What follows belongs to an exercise in optimizing a design on an open flow for small area and a short achievable clock period; a production flow would make more cautious choices. Where RTL was checked, it was by simulation tests only, not by an equivalence proof against the original. No functional check of the RTL was part of run 4. No run shown here takes its clock network from TritonCTS; it comes from the design's own scripts or RTL. The clock input has no modelled driver; a real chip could not lean on it and would need a root buffer or a full tree. No activity file was given, so power comes from the tool's default toggle rates.

--- config.mk ---
export PLATFORM = sky130hd
export DESIGN_NAME = accumulator_sum
export DESIGN_NICKNAME = accumulator_sum
export VERILOG_FILES = /design/flow/design.v
export SDC_FILE = /design/flow/constraint.sdc
export NUM_CORES = 4
export LEC_CHECK = 0
export CAP_MARGIN = 20
export CORE_MARGIN = 2
export CORE_UTILIZATION = 40
export SLEW_MARGIN = 20
--- constraint.sdc ---
create_clock -name core_clock -period 10.0 [get_ports {clk}]
set_input_delay 2.0000 -clock core_clock [delete_from_list [all_inputs] [get_ports {clk}]]
set_output_delay 2.0000 -clock core_clock [all_outputs]
set_load 0.01 [all_outputs]
--- design.v ---
module accumulator_sum (
    input  logic        clk,
    input  logic        rst,
    input  logic        start,
    input  logic        clear,
    input  logic [3:0]  data_in_a,
    input  logic [3:0]  data_in_b,
    output logic [3:0]  data_out,
    output logic        data_out_valid,
    output logic        result_complete,
    output logic        ready,
    output logic        response
);
    logic        s_q, r_q;
    logic [2:0]  c_q;
    logic        ready_q, valid_q, complete_q, resp_q;
    logic [31:0] acc_q;        
    logic [3:0]  hi_q;         
    logic [1:0]  cy_q;         
    logic        zq;           
    logic [3:0]  p_q, g_q;
    wire idle    = !s_q && !r_q;
    wire go      = idle && start;
    wire sum_go  = go && !clear;
    wire rd_go   = go && clear;
    wire s_last  = s_q && resp_q;                                    
    wire r_hi    = r_q && resp_q;                                    
    wire r_last  = r_q && valid_q && !resp_q && (c_q == 3'd6);       
    wire fold_last = idle && !ready_q;
    wire fold    = s_q || fold_last;
    wire en      = fold || r_q;
    wire cy_mid  = !r_q && !ready_q;
    wire [3:0] lo  = zq ? 4'd0 : acc_q[3:0];
    wire [3:0] fs  = lo ^ p_q;
    wire [4:0] fc  = {(g_q | (p_q & lo)), 1'b0};
    wire [5:0] nib = {2'b00, fs} + {1'b0, fc} + {4'b0000, (cy_mid ? cy_q : 2'b00)};
    always_ff @(posedge clk) begin
        if (r_q)
            p_q <= r_hi ? hi_q : lo;
        else
            p_q <= data_in_a ^ data_in_b;
        g_q <= data_in_a & data_in_b;
    end
    always_ff @(posedge clk) begin
        if (go)
            c_q <= clear ? 3'd6 : 3'd0;
        else
            c_q <= c_q + {2'b00, !resp_q};
    end
    always_ff @(posedge clk) begin
        if (rst) begin
            s_q        <= 1'b0;
            r_q        <= 1'b0;
            ready_q    <= 1'b1;
            valid_q    <= 1'b0;
            complete_q <= 1'b0;
            resp_q     <= 1'b0;
        end else begin
            ready_q    <= idle || r_last;
            valid_q    <= r_q && !r_last;
            complete_q <= r_last;
            resp_q     <= !idle && (c_q == 3'd5);
            s_q        <= sum_go || (s_q && !s_last);
            r_q        <= rd_go || (r_q && !r_last);
        end
    end
    always_ff @(posedge clk) begin
        if (en)
            acc_q <= {nib[3:0], acc_q[31:4]};
    end
    always_ff @(posedge clk) begin
        if (rst) begin
            cy_q <= 2'b00;
            hi_q <= 4'd0;
            zq   <= 1'b1;
        end else begin
            cy_q <= fold ? nib[5:4] : 2'b00;
            if (r_last)
                hi_q <= 4'd0;
            else
                hi_q <= hi_q + {2'b00, (cy_mid ? 2'b00 : cy_q)};
            if (r_last)
                zq <= 1'b1;
            else if (fold_last)
                zq <= 1'b0;
        end
    end
    assign data_out        = p_q;
    assign data_out_valid  = valid_q;
    assign result_complete = complete_q;
    assign ready           = ready_q;
    assign response        = resp_q;
endmodule
--- flow/run.sh ---
#!/bin/bash
# Standard ORFS layout with a few settings changed:
#  - abc maps with an area script (flow/abc_area.script; ORFS's scripts are copied so that
#    only this one file differs), and no full/half-adder cells,
#  - small port buffers (buf_1 instead of the slow clkdlybuf4s50_1),
#  - repair_timing aims for extra setup margin (the clock is much slower than the logic),
#  - after CTS, one level of clock buffers drives all flip-flops (flow/cts_post.tcl).
set -euo pipefail
PLATFORM_DONT_USE=$(sed -n '/^export DONT_USE_CELLS/,/^$/p' "$FLOW_HOME/platforms/sky130hd/config.mk" | grep -o 'sky130_fd_sc_hd__[A-Za-z0-9_]*' | tr '\n' ' ')
BIG="sky130_fd_sc_hd__dlygate4sd1_1 sky130_fd_sc_hd__dlygate4sd2_1 sky130_fd_sc_hd__dlygate4sd3_1 sky130_fd_sc_hd__dlymetal6s2s_1 sky130_fd_sc_hd__dlymetal6s4s_1 sky130_fd_sc_hd__dlymetal6s6s_1 sky130_fd_sc_hd__clkdlybuf4s15_1 sky130_fd_sc_hd__clkdlybuf4s18_1 sky130_fd_sc_hd__clkdlybuf4s25_1 sky130_fd_sc_hd__clkdlybuf4s50_1 sky130_fd_sc_hd__clkdlybuf4s15_2 sky130_fd_sc_hd__clkdlybuf4s18_2 sky130_fd_sc_hd__clkdlybuf4s25_2 sky130_fd_sc_hd__clkdlybuf4s50_2 sky130_fd_sc_hd__buf_6 sky130_fd_sc_hd__buf_8 sky130_fd_sc_hd__buf_12 sky130_fd_sc_hd__buf_16 sky130_fd_sc_hd__dfxtp_4 sky130_fd_sc_hd__inv_6 sky130_fd_sc_hd__inv_8 sky130_fd_sc_hd__inv_12 sky130_fd_sc_hd__inv_16"
rm -rf orfs_scripts
cp -r "$FLOW_HOME/scripts" orfs_scripts
cp flow/abc_area.script orfs_scripts/abc_area.script
bash standard.sh \
  SCRIPTS_DIR=$PWD/orfs_scripts \
  ADDER_MAP_FILE= ABC_AREA=1 \
  "DONT_USE_CELLS=$PLATFORM_DONT_USE $BIG" \
  "BUFFER_PORTS_ARGS=-buffer_cell sky130_fd_sc_hd__buf_1" \
  SETUP_SLACK_MARGIN=7.3 \
  "CTS_ARGS=-repair_clock_nets -dont_use_dummy_load" \
  POST_CTS_TCL=$PWD/flow/cts_post.tcl FLOW_CLKBUF=sky130_fd_sc_hd__clkbuf_8 FLOW_CLKGROUPS=4 \
  finish > standard_run.log 2>&1
--- flow/abc_area.script ---
strash; dc2; dch -f; amap; topo
--- flow/cts_post.tcl ---
# After CTS: replace the clock tree by one level of clock buffers (FLOW_CLKGROUPS of
# them), each driving the flip-flops of one part of the design, all driven by the clock port.
# The design is small: this meets the clock-pin slew limit with less latency and
# area than the two-level H-tree CTS builds. All flip-flops get the same kind of path.
set block [ord::get_db_block]
set clk_net [[$block findBTerm clk] getNet]

# (sourced inside a proc: keep the lists in the global namespace)
set ::cts_sinks {}
set ::cts_bufs {}
set ::cts_nets {}
proc walk_clock {net} {
  foreach it [$net getITerms] {
    if {![$it isInputSignal]} { continue }
    set inst [$it getInst]
    set m [[$inst getMaster] getName]
    if {[regexp {__(clkbuf|buf|clkinv|inv)_} $m]} {
      lappend ::cts_bufs $inst
      foreach ot [$inst getITerms] {
        if {[$ot isOutputSignal] && [$ot getNet] ne "NULL"} {
          lappend ::cts_nets [$ot getNet]
          walk_clock [$ot getNet]
        }
      }
    } else {
      lappend ::cts_sinks $it
    }
  }
}
walk_clock $clk_net
set sinks $::cts_sinks
set bufs $::cts_bufs
set nets $::cts_nets
puts "cts_post: [llength $bufs] clock buffers, [llength $sinks] sinks"

# split the sinks into 1, 2 or 4 groups by position (halves by x, then halves by y);
# each group gets its own buffer at its centre, all driven by the clock port
proc sink_xy {it} {
  set b [[$it getInst] getBBox]
  return [list [expr {([$b xMin] + [$b xMax]) / 2}] [expr {([$b yMin] + [$b yMax]) / 2}]]
}
proc split_by {items k} {
  set keyed {}
  foreach it $items { lappend keyed [list [lindex [sink_xy $it] $k] $it] }
  set sorted {}
  foreach p [lsort -integer -index 0 $keyed] { lappend sorted [lindex $p 1] }
  set h [expr {[llength $sorted] / 2}]
  return [list [lrange $sorted 0 [expr {$h - 1}]] [lrange $sorted $h end]]
}
set groups [list $sinks]
if {$::env(FLOW_CLKGROUPS) >= 2} { set groups [split_by $sinks 0] }
if {$::env(FLOW_CLKGROUPS) >= 4} {
  set g4 {}
  foreach half $groups {
    foreach q [split_by $half 1] { lappend g4 $q }
  }
  set groups $g4
}

foreach it $sinks { $it disconnect }
foreach inst $bufs { odb::dbInst_destroy $inst }
foreach net $nets { odb::dbNet_destroy $net }

set master [[ord::get_db] findMaster $::env(FLOW_CLKBUF)]
set i 0
foreach g $groups {
  set sx 0; set sy 0
  foreach it $g {
    lassign [sink_xy $it] x y
    set sx [expr {$sx + $x}]; set sy [expr {$sy + $y}]
  }
  set n [llength $g]
  set buf [odb::dbInst_create $block $master clkbuf_leaf_$i]
  set net [odb::dbNet_create $block clknet_leaf_$i]
  $net setSigType CLOCK
  [$buf findITerm A] connect $clk_net
  [$buf findITerm X] connect $net
  foreach it $g { $it connect $net }
  $buf setLocation [expr {$sx / $n}] [expr {$sy / $n}]
  $buf setPlacementStatus PLACED
  incr i
}

detailed_placement
estimate_parasitics -placement
report_clock_latency
repair_timing_helper
detailed_placement
check_placement -verbose
--- standard.sh ---
#!/bin/bash
# synth_recipe.tcl (not shown) runs the flow's synth.tcl, then flattens the netlist and writes it again
# the make line also repeats each setting of config.mk as NAME=value (left out here)
make -C /OpenROAD-flow-scripts/flow DESIGN_CONFIG=/design/flow/config.mk WORK_HOME=/design/flow/orfs CLKGATE_MAP_FILE= SYNTH_SCRIPT=/design/flow/synth_recipe.tcl "${@:-finish}"
==> results of run 1 <==
layer usage:
metal	vias up	wire, microns	track usage (%)
met4	0	65	4.37
met3	5	174	4.82
met1	579	1690	20.9
met5	-	0	0
li1	682	-	-
met2	29	1500	19.3
layout make-up:
| class | count | area, sq um | area share [%] |
|---|---|---|---|
| Tap cell | 67 | 83.8 | 3.69 |
| Timing Repair Buffer | 26 | 108 | 4.73 |
| Inverter | 14 | 52.6 | 2.31 |
| Sequential cell | 56 | 1450 | 63.8 |
| Multi-Input combinational cell | 105 | 524 | 23.1 |
| Buffer | 4 | 55.1 | 2.42 |
registers in the layout, summed over array words and instances (netlist names), 2 cells and up:
name	cells
g_q	4
c_q	3
p_q	4
cy_q	2
acc_q	32
hi_q	4
power by group through the flow:
stage | registers [mW] | clock network [mW] | logic, mW
after floorplan | 0.299 | 0 | 0.0351
after global placement | 0.301 | 0 | 0.0486
after detailed placement | 0.302 | 0 | 0.0509
after global routing | 0.301 | 0.102 | 0.0629
final | 0.296 | 0.0901 | 0.0544
layout by cell type (no fill, tap or decap), drive strengths merged:
master   n
edfxtp  32
nor2    26
buf     26
dfxtp   24
nand2   20
a21oi   17
o21ai   16
clkinv  14
nor2b    4
a211oi   4
clkbuf   4
o21a     3
a221oi   3
or2      2
and2     1
o32ai    1
nor4     1
nor3     1
nand4    1
xnor2    1
nand2b   1
a22oi    1
o31a     1
o22ai    1
metrics by stage:
step / hold slack, ns / power, mW / area, sq um
global route: 0.435 / 0.466 / 2270
global placement: 0.403 / 0.350 / 2180
finish: 0.424 / 0.441 / 2270
detailed placement: 0.405 / 0.353 / 2180
floorplan: 0.400 / 0.334 / 2020
logic make-up (layout without fill, tap and decap cells):
group / after synthesis / in the layout / synth area share [%]
AO/OA/AOI/OAI: 47 / 47 / 13.6
XOR/XNOR: 1 / 1 / 0.434
buffers and inverters: 14 / 44 / 2.60
flip-flops: 56 / 56 / 71.4
AND/OR/NAND/NOR: 57 / 57 / 11.9
worst min path at each step:
stage	startpoint	endpoint	cells past startpoint
floorplan	acc_q[4]	acc_q[0]	0
global placement	acc_q[9]	acc_q[5]	0
detailed placement	acc_q[5]	acc_q[1]	0
global route	acc_q[23]	acc_q[19]	0
finish	acc_q[5]	acc_q[1]	0
==> impl_metrics.json, run 1 <==
{
  "start_point_of_the_critical_path": "resp_q",
  "grt_remaining_overflow": 0,
  "timing.final.crit_share_pct": 26.2,
  "ys.flop_type": "sky130_fd_sc_hd__edfxtp_1",
  "drive_gt1_share_pct": 9.27,
  "rr_worst_depth": 13,
  "rsz0062_at_grt": "false",
  "synth-edff-count": 32,
  "io_pins": 20,
  "critPathTopFamily": "flip-flops",
  "tns_ns": 0,
  "post_drt_wl_per_cell_microns": 12.6,
  "worst-path-stages": 1,
  "insertedDiodeCount": 0,
  "peakVddDrop_mv": 0.121,
  "drc_violations_left": 0,
  "final_cells": 272,
  "register_to_register_setup_slack_ns": 7.75,
  "floorplan.core_area_sq_um": 4790,
  "route.detailed.vias_per_inst": 4.76,
  "layout.core_utilization_pct": 47.5,
  "synthDistinctLibCells": 22,
  "post-synth-top-count-cell": "sky130_fd_sc_hd__edfxtp_1",
  "numPortBuffers": 19,
  "power_report.internal_total_uw": 339,
  "synthesis.area_per_instance_sq_um": 11.5,
  "post_synth_most_frequent_cells": "sky130_fd_sc_hd__edfxtp_1 (32), sky130_fd_sc_hd__nor2_1 (26), sky130_fd_sc_hd__dfxtp_1 (24)",
  "worst_slew_pin_slew_ns": 0.839,
  "timing.critical_path.to_type": "primary output",
  "cap_violations": 0,
  "place_hpwl_microns": 2400,
  "power_frac_clock_pct": 20.4,
  "critPathMaxStageDelay_ns": 0.35,
  "synth_largest_area_cell": "sky130_fd_sc_hd__edfxtp_1",
  "yosys_register_bits": 56,
  "total_via_count_after_detailed_routing": 1295,
  "timing.critical_path.required_ns": 8.00,
  "cpMaxStageDelayCell": "sky130_fd_sc_hd__dfxtp_2",
  "maximum_number_of_pins_on_one_net_before_global_route_repair": 18,
  "detailedPlace.worstSlack_ns": 7.26,
  "pins_over_their_slew_limit": 0,
  "clk_pin_slew_ns": 0.09,
  "maxClockFrequency_ghz": 0.381,
  "antenna_violations_before_repair": 0,
  "netlist_area_sq_um": 2020,
  "p_sw_share_pct": 23.1,
  "total_detailed_routing_wirelength_microns": 3420,
  "timing.critical_path.arrival_ns": 0.62,
  "r2r_end": "cy_q[0]",
  "timing_hold_violations_final": 0,
  "fp.dieH_microns": 75.0,
  "crit_end": "response",
  "critical_path.n_buffers_inverters": 1,
  "cellLeakagePower_nw": 0.771,
  "std_cell_rows": 25,
  "grt_pass1_wl_microns": 5710,
  "critical_path.reg2reg.startpoint": "zq",
  "grt_pass1_vias": 1227,
  "p_switching_uw": 102,
  "synthToLayoutAreaGrowth_pct": 12.6,
  "comb_power_share_pct": 12.3,
  "crit_path_cell_trace": "buf_2",
  "power.share.sequential_pct": 67.2,
  "synth.area.top_cells": "sky130_fd_sc_hd__edfxtp_1 (48%), sky130_fd_sc_hd__dfxtp_1 (24%), sky130_fd_sc_hd__nor2_1 (4.8%)",
  "hold_path_class": "reg2reg",
  "die_w_microns": 75.0,
  "final.fill_count": 449,
  "clock-sinks": 56,
  "place.detailed.instances": 262,
  "clock-skew-final_ns": 0.00780,
  "synthCells": 175,
  "synthArstFlopShare_pct": 0,
  "critPathKind": "reg2out",
  "critical_path.max_fanout": 2,
  "layout_setup_ws_ns": 7.38,
  "final_weighted_congestion_in_routability_driven_placement": 0.765,
  "route.antenna.remaining_nets": 0,
  "finish_stage_setup_viols": 0,
  "drt_pre_antenna_iters": 4,
  "grt_util_all_layers_pct": 14.0,
  "netlist.area_leader.share_pct": 47.6,
  "synth.yosys.warnings": 1,
  "initial_utilization_pct": 42.2,
  "timing.critical_path.from_type": "flip-flop",
  "timing.slew.headroom_pct": 44.0,
  "fin_nets": 219,
  "clock_latency_ns": 0.15,
  "design.die.area_sq_um": 5630,
  "outcome": "timing/DRC/antenna clean",
  "synth_nets": 187,
  "power-per-cell-area_nw_per_um2": 194,
  "drtIter0Drc": 90,
  "min_tclk_post_route_ns": 2.62,
  "synth_sequential_area_ratio_pct": 71.4
}
==> run 2, diff against run 1 <==
--- a/flow/run.sh
+++ b/flow/run.sh
@@ -16,7 +16,7 @@
   ADDER_MAP_FILE= ABC_AREA=1 \
   "DONT_USE_CELLS=$PLATFORM_DONT_USE $BIG" \
   "BUFFER_PORTS_ARGS=-buffer_cell sky130_fd_sc_hd__buf_1" \
-  SETUP_SLACK_MARGIN=7.3 \
+  SETUP_SLACK_MARGIN=7.3 CORE_UTILIZATION=80 PLACE_DENSITY=0.85 \
   "CTS_ARGS=-repair_clock_nets -dont_use_dummy_load" \
   POST_CTS_TCL=$PWD/flow/cts_post.tcl FLOW_CLKBUF=sky130_fd_sc_hd__clkbuf_8 FLOW_CLKGROUPS=4 \
   finish > standard_run.log 2>&1
==> impl_metrics.json, run 2 <==
{
  "grt_util_all_layers_pct": 48.1,
  "post-synth-top-count-cell": "sky130_fd_sc_hd__edfxtp_1",
  "min_tclk_post_route_ns": 2.67,
  "timing.critical_path.arrival_ns": 2.70,
  "synth.area.top_cells": "sky130_fd_sc_hd__edfxtp_1 (48%), sky130_fd_sc_hd__dfxtp_1 (24%), sky130_fd_sc_hd__nor2_1 (4.8%)",
  "fin_hold_ws_ns": 0.426,
  "timing.critical_path.to_type": "flip-flop",
  "route.antenna.remaining_nets": 0,
  "grt_remaining_overflow": 0,
  "timing_hold_violations_final": 0,
  "cpMaxStageDelayCell": "sky130_fd_sc_hd__o32ai_1",
  "clock-skew-final_ns": 0.0128,
  "clock_latency_ns": 0.15,
  "synthToLayoutAreaGrowth_pct": 12.7,
  "pins_over_their_slew_limit": 0,
  "ys.flop_type": "sky130_fd_sc_hd__edfxtp_1",
  "post_synth_most_frequent_cells": "sky130_fd_sc_hd__edfxtp_1 (32), sky130_fd_sc_hd__nor2_1 (26), sky130_fd_sc_hd__dfxtp_1 (24)",
  "route.detailed.vias_per_inst": 7.42,
  "finish_stage_setup_viols": 0,
  "die_w_microns": 54.2,
  "io_pins": 20,
  "critical_path.max_fanout": 2,
  "timing.final.crit_share_pct": 26.7,
  "crit_path_cell_trace": "buf_1 -> and2_0 -> o32ai_1",
  "synthCells": 175,
  "yosys_register_bits": 56,
  "grt_pass1_wl_microns": 9100,
  "timing.slew.headroom_pct": 41.9,
  "clk_pin_slew_ns": 0.10,
  "largest_register": "acc_q",
  "drtIter0Drc": 180,
  "critPathMaxStageDelay_ns": 0.39,
  "floorplan.core_area_sq_um": 2430,
  "mostFrequentLayoutCells": "sky130_fd_sc_hd__edfxtp_1 (32), sky130_fd_sc_hd__nor2_1 (24), sky130_fd_sc_hd__nand2_1 (19), sky130_fd_sc_hd__buf_1 (18), sky130_fd_sc_hd__dfxtp_1 (16)",
  "power-per-cell-area_nw_per_um2": 205,
  "fin_nets": 220,
  "synth_sequential_area_ratio_pct": 71.4,
  "seq_area_sq_um": 1450,
  "critPathKind": "in2reg",
  "std_cell_rows": 18,
  "insertedDiodeCount": 0,
  "total_detailed_routing_wirelength_microns": 6280,
  "timing.critical_path.from_type": "input port",
  "outcome": "timing/DRC/antenna clean",
  "total_via_count_after_detailed_routing": 1752,
  "maxClockFrequency_ghz": 0.374,
  "final.fill_count": 75,
  "area_of_combinational_cells_with_multiple_inputs_sq_um": 566,
  "grt_pass1_vias": 1663,
  "synthesis.area_per_instance_sq_um": 11.5,
  "netlist_area_sq_um": 2020,
  "hold_path_class": "reg2reg",
  "drive_gt1_share_pct": 15.5,
  "synth_largest_area_cell": "sky130_fd_sc_hd__edfxtp_1",
  "initial_utilization_pct": 83.0,
  "netlist.area_leader.share_pct": 47.6,
  "cellLeakagePower_nw": 0.786,
  "clock-sinks": 56,
  "rsz0062_at_grt": "true",
  "worst_slew_pin_slew_ns": 0.872,
  "tns_ns": 0,
  "mostFrequentLayoutCell": "sky130_fd_sc_hd__edfxtp_1",
  "place_hpwl_microns": 3170,
  "drc_violations_left": 0,
  "drt_pre_antenna_iters": 8,
  "synthArstFlopShare_pct": 0,
  "synth.yosys.warnings": 1,
  "fp.dieH_microns": 54.2,
  "post_drt_wl_per_cell_microns": 26.6,
  "antenna_violations_before_repair": 0,
  "timing.critical_path.required_ns": 10.03,
  "largest_reg_flops": 32,
  "peakVddDrop_mv": 0.195,
  "synth_nets": 187,
  "cap_violations": 0,
  "synthDistinctLibCells": 22,
  "maximum_number_of_pins_on_one_net_before_global_route_repair": 19,
  "design.die.area_sq_um": 2940,
  "synth-edff-count": 32,
  "numPortBuffers": 19,
  "final_weighted_congestion_in_routability_driven_placement": 0.842
}
==> run 2: path summary, 6_finish.rpt <==
| kind | from | endpoint | slack [ns] | cells past startpoint |
|---|---|---|---|---|
| worst min register to register | acc_q[22] | acc_q[18] | 0.43 | 0 |
| worst min-delay path | acc_q[22] | acc_q[18] | 0.43 | 0 |
| worst max-delay path | data_in_a[2] | p_q[2] | 7.33 | 3 |
| worst max register to register | zq | cy_q[1] | 7.33 | 12 |
==> run 2: through the flow <==
stage	instances	power [mW]	setup WS [ns]	area [sq um]	utilization, %
2_1_floorplan	175	0.334	7.51	2020	-
3_3_place_gp	225	0.348	7.31	2130	87.6
3_5_place_dp	225	0.357	7.22	2130	87.6
5_1_grt	236	0.475	7.32	2270	93.5
6_report	236	0.467	7.33	2270	93.5
==> run 2: cell type report <==
class / instances / area share (%)
sequential: 56 / 63.8
timing repair buffer: 27 / 4.95
inverter: 14 / 2.31
multi-input combinational: 105 / 24.9
buffer: 4 / 2.42
tap: 30 / 1.65
==> run 2: report_power, final <==
part	internal [mW]	switching, mW
Combinational	0.0201	0.0502
Clock	0.0369	0.0574
Sequential	0.285	0.0182
Total	0.342	0.126
==> run 2: layer usage <==
| metal | vias to the layer above | share of wire, % | wire, microns | global-route usage [%] |
|---|---|---|---|---|
| met5 | - | 0 | 0 | 0 |
| met4 | 0 | 11 | 709 | 41.3 |
| met3 | 89 | 13 | 818 | 33.6 |
| met2 | 216 | 47 | 2940 | 68.7 |
| met1 | 763 | 29 | 1810 | 46.2 |
| li1 | 684 | - | - | - |
==> run 2: kinds of logic after synthesis <==
| family | synth area share (%) |
|---|---|
| and+or+nand+nor | 11.9 |
| xor gates and xnor gates | 0.434 |
| buffers and inverters | 2.60 |
| AOI/OAI and AO/OA | 13.6 |
| DFF | 71.4 |
==> run 2: critical path, delay by kind of cell <==
family	cells	cell delay, ns
AND/OR/NAND/NOR	1	0.20
buffers and inverters	1	0.11
AO/OA/AOI/OAI	1	0.39
==> run 3, diff against run 2 <==
--- a/flow/run.sh
+++ b/flow/run.sh
@@ -16,7 +16,7 @@
   ADDER_MAP_FILE= ABC_AREA=1 \
   "DONT_USE_CELLS=$PLATFORM_DONT_USE $BIG" \
   "BUFFER_PORTS_ARGS=-buffer_cell sky130_fd_sc_hd__buf_1" \
-  SETUP_SLACK_MARGIN=7.3 CORE_UTILIZATION=80 PLACE_DENSITY=0.85 \
+  SETUP_SLACK_MARGIN=7.3 CORE_UTILIZATION=65 \
   "CTS_ARGS=-repair_clock_nets -dont_use_dummy_load" \
   POST_CTS_TCL=$PWD/flow/cts_post.tcl FLOW_CLKBUF=sky130_fd_sc_hd__clkbuf_8 FLOW_CLKGROUPS=4 \
   finish > standard_run.log 2>&1
==> impl_metrics.json, run 3 <==
{
  "outcome": "timing/DRC/antenna clean",
  "clock-skew-final_ns": 0.0118,
  "synthArstFlopShare_pct": 0,
  "std_cell_rows": 20,
  "ys.flop_type": "sky130_fd_sc_hd__edfxtp_1",
  "cpMaxStageDelayCell": "sky130_fd_sc_hd__dfxtp_2",
  "grt_pass1_wl_microns": 4920,
  "design.die.area_sq_um": 3570,
  "critical_path.max_fanout": 2,
  "critPathKind": "reg2out",
  "route.detailed.vias_per_inst": 5.44,
  "timing.slew.headroom_pct": 36.7,
  "min_path_cells": 0,
  "timing.critical_path.from_type": "flip-flop",
  "min_tclk_post_route_ns": 2.62,
  "drive_gt1_share_pct": 9.22,
  "post_synth_most_frequent_cells": "sky130_fd_sc_hd__edfxtp_1 (32), sky130_fd_sc_hd__nor2_1 (26), sky130_fd_sc_hd__dfxtp_1 (24)",
  "fin_nets": 220,
  "critical_path.n_buffers_inverters": 1,
  "floorplan.core_area_sq_um": 3000,
  "die_w_microns": 59.7,
  "insertedDiodeCount": 0,
  "total_detailed_routing_wirelength_microns": 3170,
  "final_weighted_congestion_in_routability_driven_placement": 0.835,
  "power_frac_clock_pct": 20.2,
  "peakVddDrop_mv": 0.119,
  "synth-edff-count": 32,
  "r2r_end": "cy_q[0]",
  "synth.yosys.warnings": 1,
  "rsz0062_at_grt": "false",
  "area_of_combinational_cells_with_multiple_inputs_sq_um": 524,
  "post-synth-top-count-cell": "sky130_fd_sc_hd__edfxtp_1",
  "grt_pass1_vias": 1113,
  "seq_area_sq_um": 1450,
  "grt_remaining_overflow": 0,
  "synth.area.top_cells": "sky130_fd_sc_hd__edfxtp_1 (48%), sky130_fd_sc_hd__dfxtp_1 (24%), sky130_fd_sc_hd__nor2_1 (4.8%)",
  "min_to": "acc_q[2]",
  "p_switching_uw": 99.2,
  "crit_path_cell_trace": "buf_2",
  "start_point_of_the_critical_path": "resp_q",
  "power_report.internal_total_uw": 339,
  "drt_pre_antenna_iters": 4,
  "timing.critical_path.required_ns": 8.00,
  "timing.final.crit_share_pct": 26.2,
  "tns_ns": 0,
  "start_point_of_the_worst_hold_path": "acc_q[6]",
  "total_via_count_after_detailed_routing": 1301,
  "largest_reg_flops": 32,
  "synthDistinctLibCells": 22,
  "clock_latency_ns": 0.15,
  "comb_power_share_pct": 12.3,
  "final.fill_count": 212,
  "initial_utilization_pct": 67.2,
  "largest_register": "acc_q",
  "clk_pin_slew_ns": 0.09,
  "mostFrequentLayoutCells": "sky130_fd_sc_hd__edfxtp_1 (32), sky130_fd_sc_hd__nor2_1 (26), sky130_fd_sc_hd__nand2_1 (20), sky130_fd_sc_hd__buf_1 (19)",
  "fin_hold_ws_ns": 0.420,
  "grt_util_all_layers_pct": 19.2,
  "synthToLayoutAreaGrowth_pct": 10.7,
  "route.antenna.remaining_nets": 0,
  "netlist_area_sq_um": 2020,
  "post_drt_wl_per_cell_microns": 13.3,
  "hold_path_class": "reg2reg",
  "register_to_register_setup_slack_ns": 7.70,
  "critical_path.reg2reg.startpoint": "zq",
  "antenna_violations_before_repair": 0,
  "io_pins": 20,
  "power-per-cell-area_nw_per_um2": 196,
  "timing.critical_path.to_type": "primary output",
  "final_cells": 239,
  "worst_slew_pin_slew_ns": 0.949,
  "netlist.area_leader.share_pct": 47.6,
  "drc_violations_left": 0,
  "synthCells": 175,
  "mostFrequentLayoutCell": "sky130_fd_sc_hd__edfxtp_1",
  "synth_nets": 187,
  "maximum_number_of_pins_on_one_net_before_global_route_repair": 20,
  "synthesis.area_per_instance_sq_um": 11.5,
  "cap_violations": 0,
  "cellLeakagePower_nw": 0.773,
  "critPathMaxStageDelay_ns": 0.34,
  "synth_sequential_area_ratio_pct": 71.4,
  "timing.critical_path.arrival_ns": 0.62,
  "clock-sinks": 56,
  "power.share.sequential_pct": 67.5,
  "maxClockFrequency_ghz": 0.382,
  "timing_hold_violations_final": 0,
  "drtIter0Drc": 38,
  "synth_largest_area_cell": "sky130_fd_sc_hd__edfxtp_1",
  "pins_over_their_slew_limit": 0,
  "place_hpwl_microns": 2240,
  "fp.dieH_microns": 59.7,
  "critPathTopFamily": "flip-flops",
  "p_sw_share_pct": 22.6,
  "place.detailed.instances": 228,
  "numPortBuffers": 19,
  "yosys_register_bits": 56,
  "rr_worst_depth": 14,
  "finish_stage_setup_viols": 0
}
==> run 3: metrics by stage <==
| step | utilization (%) | setup WS (ns) | cell area (sq um) | power [mW] |
|---|---|---|---|---|
| final | 74.4 | 7.38 | 2230 | 0.438 |
| after global placement | 71.1 | 7.30 | 2130 | 0.349 |
| after global routing | 74.4 | 7.33 | 2230 | 0.458 |
| after floorplan | - | 7.51 | 2020 | 0.334 |
| after detailed placement | 71.1 | 7.27 | 2130 | 0.352 |
==> run 3: power groups by stage <==
stage | combinational, mW | sequential [mW] | clock (mW)
floorplan | 0.0351 | 0.299 | 0
global placement | 0.0479 | 0.301 | 0
detailed placement | 0.0496 | 0.302 | 0
global route | 0.0621 | 0.299 | 0.0966
finish | 0.0538 | 0.296 | 0.0885
==> run 3: layout make-up <==
class / count / share of cell area (%)
repair buffers: 27 / 4.98
inverters: 14 / 2.35
plain buffers: 4 / 2.46
flip-flops and latches: 56 / 64.9
multi-input cells: 105 / 23.5
well taps: 33 / 1.85
==> run 3: worst max-delay path by stage <==
stage / end / slack [ns] / depth (start not counted)
6_report: response / 7.38 / 1
5_1_grt: cy_q[0] / 7.33 / 14
3_5_place_dp: zq / 7.27 / 4
3_3_place_gp: r_q / 7.30 / 4
2_1_floorplan: zq / 7.51 / 3
==> run 3: metal layers <==
| layer | up-vias | global-route usage (%) | share of wire [%] |
|---|---|---|---|
| met4 | 0 | 5.08 | 0.85 |
| li1 | 682 | - | - |
| met1 | 595 | 26.4 | 48 |
| met3 | 2 | 6.71 | 4.7 |
| met2 | 22 | 29.5 | 46 |
| met5 | - | 0 | 0 |
==> run 3: kinds of logic after synthesis <==
family / share of synthesized area [%]
simple gates: 11.9
flops: 71.4
compound gates: 13.6
buf+inv: 2.60
xor+xnor: 0.434
==> run 4, diff against run 3 <==
--- a/design.v
+++ b/design.v
@@ -36,7 +36,7 @@
     wire [5:0] nib = {2'b00, fs} + {1'b0, fc} + {4'b0000, (cy_mid ? cy_q : 2'b00)};
     always_ff @(posedge clk) begin
         if (r_q)
-            p_q <= r_hi ? hi_q : lo;
+            p_q <= zq ? 4'd0 : (r_hi ? hi_q : acc_q[3:0]);
         else
             p_q <= data_in_a ^ data_in_b;
         g_q <= data_in_a & data_in_b;
@@ -44,8 +44,8 @@
     always_ff @(posedge clk) begin
         if (go)
             c_q <= clear ? 3'd6 : 3'd0;
-        else
-            c_q <= c_q + {2'b00, !resp_q};
+        else if (!resp_q)
+            c_q <= c_q + 3'd1;
     end
     always_ff @(posedge clk) begin
         if (rst) begin
@@ -69,21 +69,17 @@
             acc_q <= {nib[3:0], acc_q[31:4]};
     end
     always_ff @(posedge clk) begin
-        if (rst) begin
-            cy_q <= 2'b00;
+        cy_q <= fold ? nib[5:4] : 2'b00;
+        if (fold_last && zq)
             hi_q <= 4'd0;
-            zq   <= 1'b1;
-        end else begin
-            cy_q <= fold ? nib[5:4] : 2'b00;
-            if (r_last)
-                hi_q <= 4'd0;
-            else
-                hi_q <= hi_q + {2'b00, (cy_mid ? 2'b00 : cy_q)};
-            if (r_last)
-                zq <= 1'b1;
-            else if (fold_last)
-                zq <= 1'b0;
-        end
+        else
+            hi_q <= hi_q + {2'b00, (cy_mid ? 2'b00 : cy_q)};
+    end
+    always_ff @(posedge clk) begin
+        if (rst || r_last)
+            zq <= 1'b1;
+        else if (fold_last)
+            zq <= 1'b0;
     end
     assign data_out        = p_q;
     assign data_out_valid  = valid_q;
==> flow/run.sh (replaced) <==
#!/bin/bash
# Standard ORFS layout with a few settings changed:
#  - abc maps with an area script (flow/abc_area.script; ORFS's scripts are copied so that
#    only this one file differs), and no full/half-adder cells,
#  - small port buffers (buf_1 instead of the slow clkdlybuf4s50_1),
#  - repair_timing aims for extra setup margin (the clock is much slower than the logic),
#  - after CTS, one level of clock buffers drives all flip-flops (flow/cts_post.tcl).
set -euo pipefail
rm -rf orfs_scripts
cp -r "$FLOW_HOME/scripts" orfs_scripts
cp flow/abc_area.script orfs_scripts/abc_area.script
bash standard.sh \
  SCRIPTS_DIR=$PWD/orfs_scripts \
  ADDER_MAP_FILE= ABC_AREA=1 \
  "BUFFER_PORTS_ARGS=-buffer_cell sky130_fd_sc_hd__buf_1" \
  SETUP_SLACK_MARGIN=7.3 \
  "CTS_ARGS=-repair_clock_nets -dont_use_dummy_load" \
  POST_CTS_TCL=$PWD/flow/cts_post.tcl FLOW_CLKBUF=sky130_fd_sc_hd__clkbuf_8 FLOW_CLKGROUPS=4 \
  finish > standard_run.log 2>&1
==> impl_metrics.json, run 4 <==
{
  "netlist_area_sq_um": 2080,
  "timing.critical_path.to_type": "flip-flop",
  "power-per-cell-area_nw_per_um2": 196,
  "synth_sequential_area_ratio_pct": 70.7,
  "floorplan.core_area_sq_um": 5070,
  "synth.yosys.warnings": 1,
  "design.die.area_sq_um": 5800,
  "maxClockFrequency_ghz": 0.382,
  "critical_path.n_buffers_inverters": 2,
  "synthToLayoutAreaGrowth_pct": 15.6,
  "yosys_register_bits": 56,
  "mostFrequentLayoutCell": "sky130_fd_sc_hd__edfxtp_1",
  "drt_pre_antenna_iters": 4,
  "total_detailed_routing_wirelength_microns": 3430,
  "timing.slew.headroom_pct": 68.6,
  "grt_remaining_overflow": 0,
  "rsz0062_at_grt": "false",
  "netlist.area_leader.share_pct": 50.5,
  "synthArstFlopShare_pct": 0,
  "fp.dieH_microns": 76.1,
  "power_uw": 470,
  "drive_gt1_share_pct": 11.7,
  "cellLeakagePower_nw": 0.848,
  "critPathMaxStageDelay_ns": 0.19,
  "synth_nets": 197,
  "grt_pass1_wl_microns": 5930,
  "min_tclk_post_route_ns": 2.62,
  "crit_path_cell_trace": "buf_1 -> clkinv_1 -> o31ai_1 -> nor2_1 -> a31o_1",
  "timing.critical_path.arrival_ns": 2.66,
  "std_cell_rows": 26,
  "mostFrequentLayoutCells": "sky130_fd_sc_hd__edfxtp_1 (35), sky130_fd_sc_hd__nor2_1 (31), sky130_fd_sc_hd__nand2_1 (22), sky130_fd_sc_hd__clkinv_1 (17), sky130_fd_sc_hd__dfxtp_1 (14)",
  "critical_path.max_fanout": 3,
  "grt_util_all_layers_pct": 13.0,
  "ys.flop_type": "sky130_fd_sc_hd__edfxtp_1",
  "synthCells": 185,
  "finish_stage_setup_viols": 0,
  "timing.critical_path.from_type": "input port",
  "drtIter0Drc": 101,
  "critPathKind": "in2reg",
  "final.fill_count": 486,
  "tns_ns": 0,
  "place_hpwl_microns": 2360,
  "cap_violations": 0,
  "outcome": "timing/DRC/antenna clean",
  "clk_pin_slew_ns": 0.08,
  "route.antenna.remaining_nets": 0,
  "place.detailed.instances": 275,
  "synth.area.top_cells": "sky130_fd_sc_hd__edfxtp_1 (51%), sky130_fd_sc_hd__dfxtp_1 (20%), sky130_fd_sc_hd__nor2_1 (5.6%)",
  "peakVddDrop_mv": 0.0872,
  "final_weighted_congestion_in_routability_driven_placement": 0.788,
  "clock-skew-final_ns": 0.00606,
  "synth_largest_area_cell": "sky130_fd_sc_hd__edfxtp_1",
  "final_cells": 284,
  "grt_pass1_vias": 1222,
  "clock_latency_ns": 0.15,
  "total_via_count_after_detailed_routing": 1300,
  "hold_path_class": "reg2reg",
  "initial_utilization_pct": 41.0,
  "timing.final.crit_share_pct": 26.2,
  "die_w_microns": 76.1,
  "clock-sinks": 56,
  "critPathTopFamily": "compound AO/OA/AOI/OAI gates",
  "synthDistinctLibCells": 21,
  "io_pins": 20,
  "largest_register": "acc_q",
  "pins_over_their_slew_limit": 0,
  "post_drt_wl_per_cell_microns": 12.1,
  "timing.critical_path.required_ns": 10.04,
  "numPortBuffers": 19,
  "post-synth-top-count-cell": "sky130_fd_sc_hd__edfxtp_1",
  "worst_slew_pin_slew_ns": 0.468,
  "largest_reg_flops": 32,
  "timing_hold_violations_final": 0,
  "fin_nets": 228,
  "antenna_violations_before_repair": 0,
  "post_synth_most_frequent_cells": "sky130_fd_sc_hd__edfxtp_1 (35), sky130_fd_sc_hd__nor2_1 (31), sky130_fd_sc_hd__nand2_1 (22)",
  "synth-edff-count": 35,
  "layout.core_utilization_pct": 47.4,
  "maximum_number_of_pins_on_one_net_before_global_route_repair": 33,
  "drc_violations_left": 0,
  "fin_hold_ws_ns": 0.424,
  "insertedDiodeCount": 0,
  "synthesis.area_per_instance_sq_um": 11.2,
  "cpMaxStageDelayCell": "sky130_fd_sc_hd__a31o_1",
  "route.detailed.vias_per_inst": 4.58
}
==> run 4: cell count changes in the layout (fill, tap and decap cells not counted), moves of 4 or more <==
| cell | change |
|---|---|
| sky130_fd_sc_hd__buf_6 | +7 |
| sky130_fd_sc_hd__nor2_1 | +5 |
| sky130_fd_sc_hd__buf_2 | -7 |
| sky130_fd_sc_hd__buf_4 | +6 |
| sky130_fd_sc_hd__a211oi_1 | -4 |
| sky130_fd_sc_hd__buf_1 | -8 |
| sky130_fd_sc_hd__nor3_1 | +5 |
| sky130_fd_sc_hd__and2_0 | +4 |
| sky130_fd_sc_hd__a21oi_1 | -6 |
==> run 4: area by class of cell <==
cell class | instances | area [sq um] | area share [%]
timing repair buffer | 25 | 170 | 7.08
sequential | 56 | 1480 | 61.7
inverter | 17 | 63.8 | 2.65
buffer | 4 | 55.1 | 2.29
multi-input combinational | 112 | 546 | 22.7
tap | 70 | 87.6 | 3.64
==> run 4: logic make-up (layout without fill, tap and decap cells) <==
kind of cell	Yosys count	after routing	synth area share, %
buffers and inverters	17	46	3.07
AO/OA/AOI/OAI	40	40	11.4
AND/OR/NAND/NOR	72	72	14.9
flip-flops	56	56	70.7
==> run 4: routing by layer <==
layer / global-route usage, % / share of wire (%) / up-vias
met1: 20.3 / 53 / 550
met4: 5.45 / 2.0 / 0
met5: 0 / 0 / -
met2: 17.4 / 39 / 39
li1: - / - / 705
met3: 2.73 / 5.8 / 6
==> run 4: final timing paths <==
path / from / endpoint / slack [ns] / cells past startpoint
worst max-delay path: rst / r_q / 7.38 / 5
worst min-delay path: acc_q[26] / acc_q[22] / 0.42 / 0
worst max register to register: zq / cy_q[0] / 7.79 / 15
worst min register to register: acc_q[26] / acc_q[22] / 0.42 / 0
==> run 4: per-stage QoR <==
| stage | setup WS [ns] | instance area [sq um] |
|---|---|---|
| 3_3_place_gp | 7.27 | 2250 |
| 2_1_floorplan | 7.45 | 2080 |
| 6_report | 7.38 | 2400 |
| 3_5_place_dp | 7.23 | 2250 |
| 5_1_grt | 7.33 | 2400 |
==> run 4: worst register-to-register path, cell delays in order, from the launching register on <==
cell	delay, ns
sky130_fd_sc_hd__dfxtp_1	0.35
sky130_fd_sc_hd__clkinv_1	0.19
sky130_fd_sc_hd__nand2_1	0.13
sky130_fd_sc_hd__nor2_1	0.05
sky130_fd_sc_hd__or2_0	0.21
sky130_fd_sc_hd__nand2_1	0.08
sky130_fd_sc_hd__o21a_1	0.13
sky130_fd_sc_hd__nand2_1	0.06
sky130_fd_sc_hd__nand2_1	0.09
sky130_fd_sc_hd__nand2_1	0.06
sky130_fd_sc_hd__o21a_1	0.11
sky130_fd_sc_hd__nand2_1	0.08
sky130_fd_sc_hd__nand2_1	0.07
sky130_fd_sc_hd__and2_0	0.17
sky130_fd_sc_hd__o21a_1	0.19
sky130_fd_sc_hd__nor3_1	0.18
==> run 4: power by group <==
| group | internal [mW] | switching [mW] |
|---|---|---|
| Sequential | 0.294 | 0.0172 |
| Combinational | 0.0280 | 0.0413 |
| Clock | 0.0368 | 0.0535 |
==> run 5, diff against run 4 <==
--- a/design.v
+++ b/design.v
@@ -36,7 +36,7 @@
     wire [5:0] nib = {2'b00, fs} + {1'b0, fc} + {4'b0000, (cy_mid ? cy_q : 2'b00)};
     always_ff @(posedge clk) begin
         if (r_q)
-            p_q <= zq ? 4'd0 : (r_hi ? hi_q : acc_q[3:0]);
+            p_q <= r_hi ? hi_q : lo;
         else
             p_q <= data_in_a ^ data_in_b;
         g_q <= data_in_a & data_in_b;
@@ -44,8 +44,8 @@
     always_ff @(posedge clk) begin
         if (go)
             c_q <= clear ? 3'd6 : 3'd0;
-        else if (!resp_q)
-            c_q <= c_q + 3'd1;
+        else
+            c_q <= c_q + {2'b00, !resp_q};
     end
     always_ff @(posedge clk) begin
         if (rst) begin
@@ -69,17 +69,21 @@
             acc_q <= {nib[3:0], acc_q[31:4]};
     end
     always_ff @(posedge clk) begin
-        cy_q <= fold ? nib[5:4] : 2'b00;
-        if (fold_last && zq)
+        if (rst) begin
+            cy_q <= 2'b00;
             hi_q <= 4'd0;
-        else
-            hi_q <= hi_q + {2'b00, (cy_mid ? 2'b00 : cy_q)};
-    end
-    always_ff @(posedge clk) begin
-        if (rst || r_last)
-            zq <= 1'b1;
-        else if (fold_last)
-            zq <= 1'b0;
+            zq   <= 1'b1;
+        end else begin
+            cy_q <= fold ? nib[5:4] : 2'b00;
+            if (r_last)
+                hi_q <= 4'd0;
+            else
+                hi_q <= hi_q + {2'b00, (cy_mid ? 2'b00 : cy_q)};
+            if (r_last)
+                zq <= 1'b1;
+            else if (fold_last)
+                zq <= 1'b0;
+        end
     end
     assign data_out        = p_q;
     assign data_out_valid  = valid_q;
==> flow/run.sh (replaced) <==
#!/bin/bash
# The standard ORFS layout (the standard.sh, at the design's clock period and SDC),
# with these settings changed:
#  - synthesis: abc maps with an area script (flow/abc_area.script; ORFS's scripts are
#    copied to orfs_scripts/ so that only this one file differs) and no full/half-adder
#    cells. The registers are the same as in the standard synthesis.
#  - ports get buf_1 buffers instead of the slow clkdlybuf4s50_1.
#  - repair_timing aims for 7.3 ns of setup margin: the 10 ns clock is much slower
#    than the logic, and the achieved period is what counts.
#  - core utilisation 65 % (a smaller die, shorter wires).
#  - after CTS, one level of 4 clock buffers drives all flip-flops (flow/cts_post.tcl).
# Each tool's output goes to standard_run.log and to ORFS's logs under orfs/logs/.
set -euo pipefail
PLATFORM_DONT_USE=$(sed -n '/^export DONT_USE_CELLS/,/^$/p' "$FLOW_HOME/platforms/sky130hd/config.mk" | grep -o 'sky130_fd_sc_hd__[A-Za-z0-9_]*' | tr '\n' ' ')
NO_REPAIR="sky130_fd_sc_hd__dlygate4sd1_1 sky130_fd_sc_hd__dlygate4sd2_1 sky130_fd_sc_hd__dlygate4sd3_1 sky130_fd_sc_hd__dlymetal6s2s_1 sky130_fd_sc_hd__dlymetal6s4s_1 sky130_fd_sc_hd__dlymetal6s6s_1 sky130_fd_sc_hd__clkdlybuf4s15_1 sky130_fd_sc_hd__clkdlybuf4s18_1 sky130_fd_sc_hd__clkdlybuf4s25_1 sky130_fd_sc_hd__clkdlybuf4s50_1 sky130_fd_sc_hd__clkdlybuf4s15_2 sky130_fd_sc_hd__clkdlybuf4s18_2 sky130_fd_sc_hd__clkdlybuf4s25_2 sky130_fd_sc_hd__clkdlybuf4s50_2 sky130_fd_sc_hd__buf_6 sky130_fd_sc_hd__buf_8 sky130_fd_sc_hd__buf_12 sky130_fd_sc_hd__buf_16 sky130_fd_sc_hd__dfxtp_4 sky130_fd_sc_hd__inv_6 sky130_fd_sc_hd__inv_8 sky130_fd_sc_hd__inv_12 sky130_fd_sc_hd__inv_16"
rm -rf orfs_scripts
cp -r "$FLOW_HOME/scripts" orfs_scripts
cp flow/abc_area.script orfs_scripts/abc_area.script
bash standard.sh \
  SCRIPTS_DIR=$PWD/orfs_scripts \
  ADDER_MAP_FILE= ABC_AREA=1 \
  "DONT_USE_CELLS=$PLATFORM_DONT_USE $NO_REPAIR" \
  "BUFFER_PORTS_ARGS=-buffer_cell sky130_fd_sc_hd__buf_1" \
  SETUP_SLACK_MARGIN=7.3 CORE_UTILIZATION=65 \
  "CTS_ARGS=-repair_clock_nets -dont_use_dummy_load" \
  POST_CTS_TCL=$PWD/flow/cts_post.tcl FLOW_CLKBUF=sky130_fd_sc_hd__clkbuf_16 FLOW_CLKGROUPS=2 \
  finish > standard_run.log 2>&1
==> impl_metrics.json, run 5 <==
{
  "timing.final.crit_share_pct": 26.3,
  "ys.flop_type": "sky130_fd_sc_hd__edfxtp_1",
  "outcome": "timing/DRC/antenna clean",
  "grt_pass1_wl_microns": 4930,
  "die_w_microns": 59.7,
  "min_to": "acc_q[17]",
  "initial_utilization_pct": 67.2,
  "grt_remaining_overflow": 0,
  "antenna_violations_before_repair": 0,
  "placedInstanceArea_sq_um": 2130,
  "numPortBuffers": 19,
  "layout.core_utilization_pct": 74.3,
  "grt_util_all_layers_pct": 18.7,
  "rr_worst_depth": 13,
  "final_weighted_congestion_in_routability_driven_placement": 0.835,
  "synth_nets": 187,
  "post_synth_most_frequent_cells": "sky130_fd_sc_hd__edfxtp_1 (32), sky130_fd_sc_hd__nor2_1 (26), sky130_fd_sc_hd__dfxtp_1 (24)",
  "synth-edff-count": 32,
  "clock-sinks": 56,
  "timing.critical_path.required_ns": 8.00,
  "timing.critical_path.from_type": "flip-flop",
  "worst_slew_pin_slew_ns": 0.945,
  "total_detailed_routing_wirelength_microns": 3200,
  "hold_path_class": "reg2reg",
  "final_cells": 237,
  "peakVddDrop_mv": 0.173,
  "clock-skew-final_ns": 0.00337,
  "critPathMaxStageDelay_ns": 0.34,
  "drc_violations_left": 0,
  "route.antenna.remaining_nets": 0,
  "synthesis.area_per_instance_sq_um": 11.5,
  "mostFrequentLayoutCells": "sky130_fd_sc_hd__edfxtp_1 (32), sky130_fd_sc_hd__nor2_1 (26), sky130_fd_sc_hd__nand2_1 (20), sky130_fd_sc_hd__buf_1 (19)",
  "fin_nets": 218,
  "fin_hold_ws_ns": 0.424,
  "synth_simple_gate_area_share_pct": 11.9,
  "synth.area.top_cells": "sky130_fd_sc_hd__edfxtp_1 (48%), sky130_fd_sc_hd__dfxtp_1 (24%), sky130_fd_sc_hd__nor2_1 (4.8%)",
  "start_point_of_the_worst_hold_path": "acc_q[21]",
  "synthDistinctLibCells": 22,
  "drtIter0Drc": 44,
  "synthArstFlopShare_pct": 0,
  "rsz0062_at_grt": "false",
  "synth_sequential_area_ratio_pct": 71.4,
  "synthToLayoutAreaGrowth_pct": 10.5,
  "min_tclk_post_route_ns": 2.63,
  "synth-adder-area-share_pct": 0,
  "critPathKind": "reg2out",
  "maximum_number_of_pins_on_one_net_before_global_route_repair": 29,
  "post-synth-top-count-cell": "sky130_fd_sc_hd__edfxtp_1",
  "drt_pre_antenna_iters": 4,
  "cpMaxStageDelayCell": "sky130_fd_sc_hd__dfxtp_2",
  "synthCells": 175,
  "netlist.area_leader.share_pct": 47.6,
  "total_via_count_after_detailed_routing": 1291,
  "finish_stage_setup_viols": 0,
  "clk_pin_slew_ns": 0.10,
  "drive_gt1_share_pct": 8.33,
  "timing.critical_path.arrival_ns": 0.63,
  "crit_path_cell_trace": "buf_2",
  "timing_hold_violations_final": 0,
  "io_pins": 20,
  "synth_xor_area_share_pct": 0.434,
  "std_cell_rows": 20,
  "cap_violations": 0,
  "critical_path.n_buffers_inverters": 1,
  "netlist_area_sq_um": 2020,
  "largest_register": "acc_q",
  "synth_largest_area_cell": "sky130_fd_sc_hd__edfxtp_1",
  "timing.slew.headroom_pct": 37.0,
  "synth_compound_area_share_pct": 13.6,
  "synthMuxAreaShare_pct": 0,
  "fp.dieH_microns": 59.7,
  "mostFrequentLayoutCell": "sky130_fd_sc_hd__edfxtp_1",
  "cellLeakagePower_nw": 0.768,
  "place_hpwl_microns": 2240,
  "grt_pass1_vias": 1117,
  "synth_top_family_by_area": "compound AO/OA/AOI/OAI gates",
  "critical_path.max_fanout": 2,
  "register_to_register_setup_slack_ns": 7.61,
  "critPathTopFamily": "flip-flops",
  "synth.yosys.warnings": 1,
  "pins_over_their_slew_limit": 0,
  "insertedDiodeCount": 0,
  "largest_reg_flops": 32,
  "power-per-cell-area_nw_per_um2": 196,
  "critical_path.reg2reg.startpoint": "zq",
  "min_path_cells": 0,
  "post-route-cell-area_sq_um": 2230,
  "floorplan.core_area_sq_um": 3000,
  "worst-path-stages": 1,
  "timing.critical_path.to_type": "primary output",
  "post_drt_wl_per_cell_microns": 13.5,
  "place.detailed.instances": 228,
  "r2r_end": "cy_q[0]",
  "tns_ns": 0,
  "design.die.area_sq_um": 3570,
  "maxClockFrequency_ghz": 0.381,
  "yosys_register_bits": 56,
  "clock_latency_ns": 0.16,
  "route.detailed.vias_per_inst": 5.45
}
[run 5: through the flow]
| step | total power [mW] | setup slack, ns |
|---|---|---|
| detailed placement | 0.352 | 7.27 |
| global placement | 0.349 | 7.30 |
| finish | 0.437 | 7.37 |
| floorplan | 0.334 | 7.51 |
| global route | 0.456 | 7.30 |
[run 5: worst max path at each step]
stage           start        to  slack (ns)
6_report       resp_q  response        7.37
5_1_grt            zq   cy_q[0]        7.30
3_5_place_dp      rst        zq        7.27
3_3_place_gp      rst       r_q        7.30
2_1_floorplan     rst        zq        7.51
[run 5: cells by family after synthesis]
logic type,count (synthesis)
AND/OR/NAND/NOR,57
flip-flops,56
AO/OA/AOI/OAI,47
buffers and inverters,14
XOR/XNOR,1
[run 5: power breakdown]
part           internal (mW)  switching [mW]  total (mW)
Sequential             0.284          0.0121       0.296
Clock                 0.0368          0.0509      0.0877
Combinational         0.0183          0.0355      0.0538
[run 5: final cells by class]
class	count	area, sq um
plain buffers	2	50.0
fillers	209	773
inverters	14	52.6
multi-input cells	105	524
flip-flops and latches	56	1450
well taps	33	41.3
repair buffers	27	111
[run 5: metal layers]
metal / GRT usage, % / vias up / share of wire [%]
met3: 3.90 / 2 / 4.0
li1: - / 680 / -
met1: 25.6 / 587 / 48
met5: 0 / - / 0
met2: 31.4 / 22 / 48
met4: 3.17 / 0 / 0.66
==> run 6, diff against run 5 <==
--- a/flow/run.sh
+++ b/flow/run.sh
@@ -23,5 +23,5 @@
   "BUFFER_PORTS_ARGS=-buffer_cell sky130_fd_sc_hd__buf_1" \
   SETUP_SLACK_MARGIN=7.3 CORE_UTILIZATION=65 \
   "CTS_ARGS=-repair_clock_nets -dont_use_dummy_load" \
-  POST_CTS_TCL=$PWD/flow/cts_post.tcl FLOW_CLKBUF=sky130_fd_sc_hd__clkbuf_16 FLOW_CLKGROUPS=2 \
+  POST_CTS_TCL=$PWD/flow/cts_post.tcl FLOW_CLKBUF=sky130_fd_sc_hd__clkbuf_8 FLOW_CLKGROUPS=4 \
   finish > standard_run.log 2>&1
==> impl_metrics.json, run 6 <==
{
  "worst_slew_pin_slew_ns": 0.949,
  "netlist_area_sq_um": 2020,
  "maxClockFrequency_ghz": 0.382,
  "total_via_count_after_detailed_routing": 1301,
  "place_hpwl_microns": 2240,
  "maximum_number_of_pins_on_one_net_before_global_route_repair": 20,
  "mostFrequentLayoutCell": "sky130_fd_sc_hd__edfxtp_1",
  "synth-edff-count": 32,
  "critical_path.reg2reg.startpoint": "zq",
  "synth.yosys.warnings": 1,
  "grt_remaining_overflow": 0,
  "ys.flop_type": "sky130_fd_sc_hd__edfxtp_1",
  "route.antenna.remaining_nets": 0,
  "grt_pass1_wl_microns": 4920,
  "largest_register": "acc_q",
  "total_detailed_routing_wirelength_microns": 3170,
  "fin_nets": 220,
  "clk_pin_slew_ns": 0.09,
  "die_w_microns": 59.7,
  "yosys_register_bits": 56,
  "route.detailed.vias_per_inst": 5.44,
  "fp.dieH_microns": 59.7,
  "place.detailed.instances": 228,
  "grt_pass1_vias": 1113,
  "tns_ns": 0,
  "numPortBuffers": 19,
  "critical_path.max_fanout": 2,
  "clock-skew-final_ns": 0.0118,
  "timing.critical_path.to_type": "primary output",
  "routed.top_layer": "met4",
  "timing_hold_violations_final": 0,
  "synth.area.top_cells": "sky130_fd_sc_hd__edfxtp_1 (48%), sky130_fd_sc_hd__dfxtp_1 (24%), sky130_fd_sc_hd__nor2_1 (4.8%)",
  "start_point_of_the_worst_hold_path": "acc_q[6]",
  "finish_stage_setup_viols": 0,
  "synthesis.area_per_instance_sq_um": 11.5,
  "timing.final.crit_share_pct": 26.2,
  "post_synth_most_frequent_cells": "sky130_fd_sc_hd__edfxtp_1 (32), sky130_fd_sc_hd__nor2_1 (26), sky130_fd_sc_hd__dfxtp_1 (24)",
  "clock-sinks": 56,
  "synthCells": 175,
  "hold_path_class": "reg2reg",
  "critical_path.n_buffers_inverters": 1,
  "layout.core_utilization_pct": 74.4,
  "timing.slew.headroom_pct": 36.7,
  "outcome": "timing/DRC/antenna clean",
  "std_cell_rows": 20,
  "largest_reg_flops": 32,
  "timing.critical_path.arrival_ns": 0.62,
  "detailroute.wirelength.met2_microns": 1460,
  "timing.critical_path.from_type": "flip-flop",
  "synthDistinctLibCells": 22,
  "cellLeakagePower_nw": 0.773,
  "fin_hold_ws_ns": 0.420,
  "drtIter0Drc": 38,
  "clock_latency_ns": 0.15,
  "drc_violations_left": 0,
  "synthToLayoutAreaGrowth_pct": 10.7,
  "power_uw": 438,
  "synth_nets": 187,
  "drive_gt1_share_pct": 9.22,
  "cap_violations": 0,
  "post-synth-top-count-cell": "sky130_fd_sc_hd__edfxtp_1",
  "min_tclk_post_route_ns": 2.62,
  "detailroute.wirelength.met3_microns": 149,
  "io_pins": 20,
  "design.die.area_sq_um": 3570,
  "synth_sequential_area_ratio_pct": 71.4,
  "final_cells": 239,
  "synth_largest_area_cell": "sky130_fd_sc_hd__edfxtp_1",
  "critPathMaxStageDelay_ns": 0.34,
  "rsz0062_at_grt": "false",
  "floorplan.core_area_sq_um": 3000,
  "synthArstFlopShare_pct": 0,
  "insertedDiodeCount": 0,
  "antenna_violations_before_repair": 0,
  "drt_pre_antenna_iters": 4,
  "post_drt_wl_per_cell_microns": 13.3,
  "start_point_of_the_critical_path": "resp_q",
  "crit_path_cell_trace": "buf_2",
  "initial_utilization_pct": 67.2,
  "grt_util_all_layers_pct": 19.2,
  "wl_met1_microns": 1530,
  "power-per-cell-area_nw_per_um2": 196,
  "critPathTopFamily": "flip-flops",
  "peakVddDrop_mv": 0.119,
  "netlist.area_leader.share_pct": 47.6,
  "critPathKind": "reg2out",
  "mostFrequentLayoutCells": "sky130_fd_sc_hd__edfxtp_1 (32), sky130_fd_sc_hd__nor2_1 (26), sky130_fd_sc_hd__nand2_1 (20), sky130_fd_sc_hd__buf_1 (19)",
  "final_weighted_congestion_in_routability_driven_placement": 0.835,
  "pins_over_their_slew_limit": 0,
  "cpMaxStageDelayCell": "sky130_fd_sc_hd__dfxtp_2",
  "timing.critical_path.required_ns": 8.00
}
## run 6: kinds of logic after synthesis
family                 Yosys count  synth area share (%)
AND/OR/NAND/NOR                 57                  11.9
XOR/XNOR                         1                 0.434
AO/OA/AOI/OAI                   47                  13.6
flip-flops                      56                  71.4
buffers and inverters           14                  2.60
## run 6: worst paths after layout
kind	end	slack, ns	cells after the start
min reg2reg	acc_q[2]	0.42	0
max	response	7.38	1
max reg2reg	cy_q[0]	7.70	14
min	acc_q[2]	0.42	0
## run 6: metrics by stage
stage | setup WS [ns] | area (sq um)
finish | 7.38 | 2230
global route | 7.33 | 2230
detailed placement | 7.27 | 2130
global placement | 7.30 | 2130
floorplan | 7.51 | 2020
## run 6: report_power, final
group          switching [mW]  total [mW]  internal [mW]
Clock                  0.0517      0.0885         0.0368
Sequential             0.0121       0.296          0.284
Combinational          0.0354      0.0538         0.0184
## run 6: area by class of cell
cell class,count,area [sq um]
well taps,33,41.3
repair buffers,27,111
plain buffers,4,55.1
inverters,14,52.6
flip-flops and latches,56,1450
fillers,212,768
multi-input cells,105,524
## run 6: metal layers
metal / global-route usage [%] / up-vias
li1: - / 682
met1: 26.4 / 595
met2: 29.5 / 22
met3: 6.71 / 2
met4: 5.08 / 0
met5: 0 / -

-- separate check: timing with driven ports --
No port has a modelled driver above. Below, the same layouts with a new extraction and two added sets of constraints.
Step 1 assumes that a clkbuf_16 drives the clock port and a buf_2 every other input.
Step 2 also shifts input and output timing later by t, the mid clock arrival at the registers, as if the neighbouring blocks saw the same clock.
Slacks: ideal / step 1 / step 2; pairs: ideal / step 1.
run | shift t [ns] | setup WS [ns] | worst setup path at the end
run 1 | 0.197 | 7.376 / 7.324 / 7.254 | input to register
run 2 | 0.199 | 7.329 / 7.325 / 7.157 | input to register
run 3 | 0.194 | 7.385 / 7.334 / 7.261 | input to register
run 4 | 0.198 | 7.385 / 7.337 / 7.219 | input to register
run 5 | 0.199 | 7.375 / 7.331 / 7.267 | input to register
run 6 | 0.194 | 7.385 / 7.334 / 7.261 | input to register
After both steps every run listed still meets setup and hold. The setup slack of run 2, which loses most, moves by -0.004 ns with the drivers and by -0.172 ns with both steps.
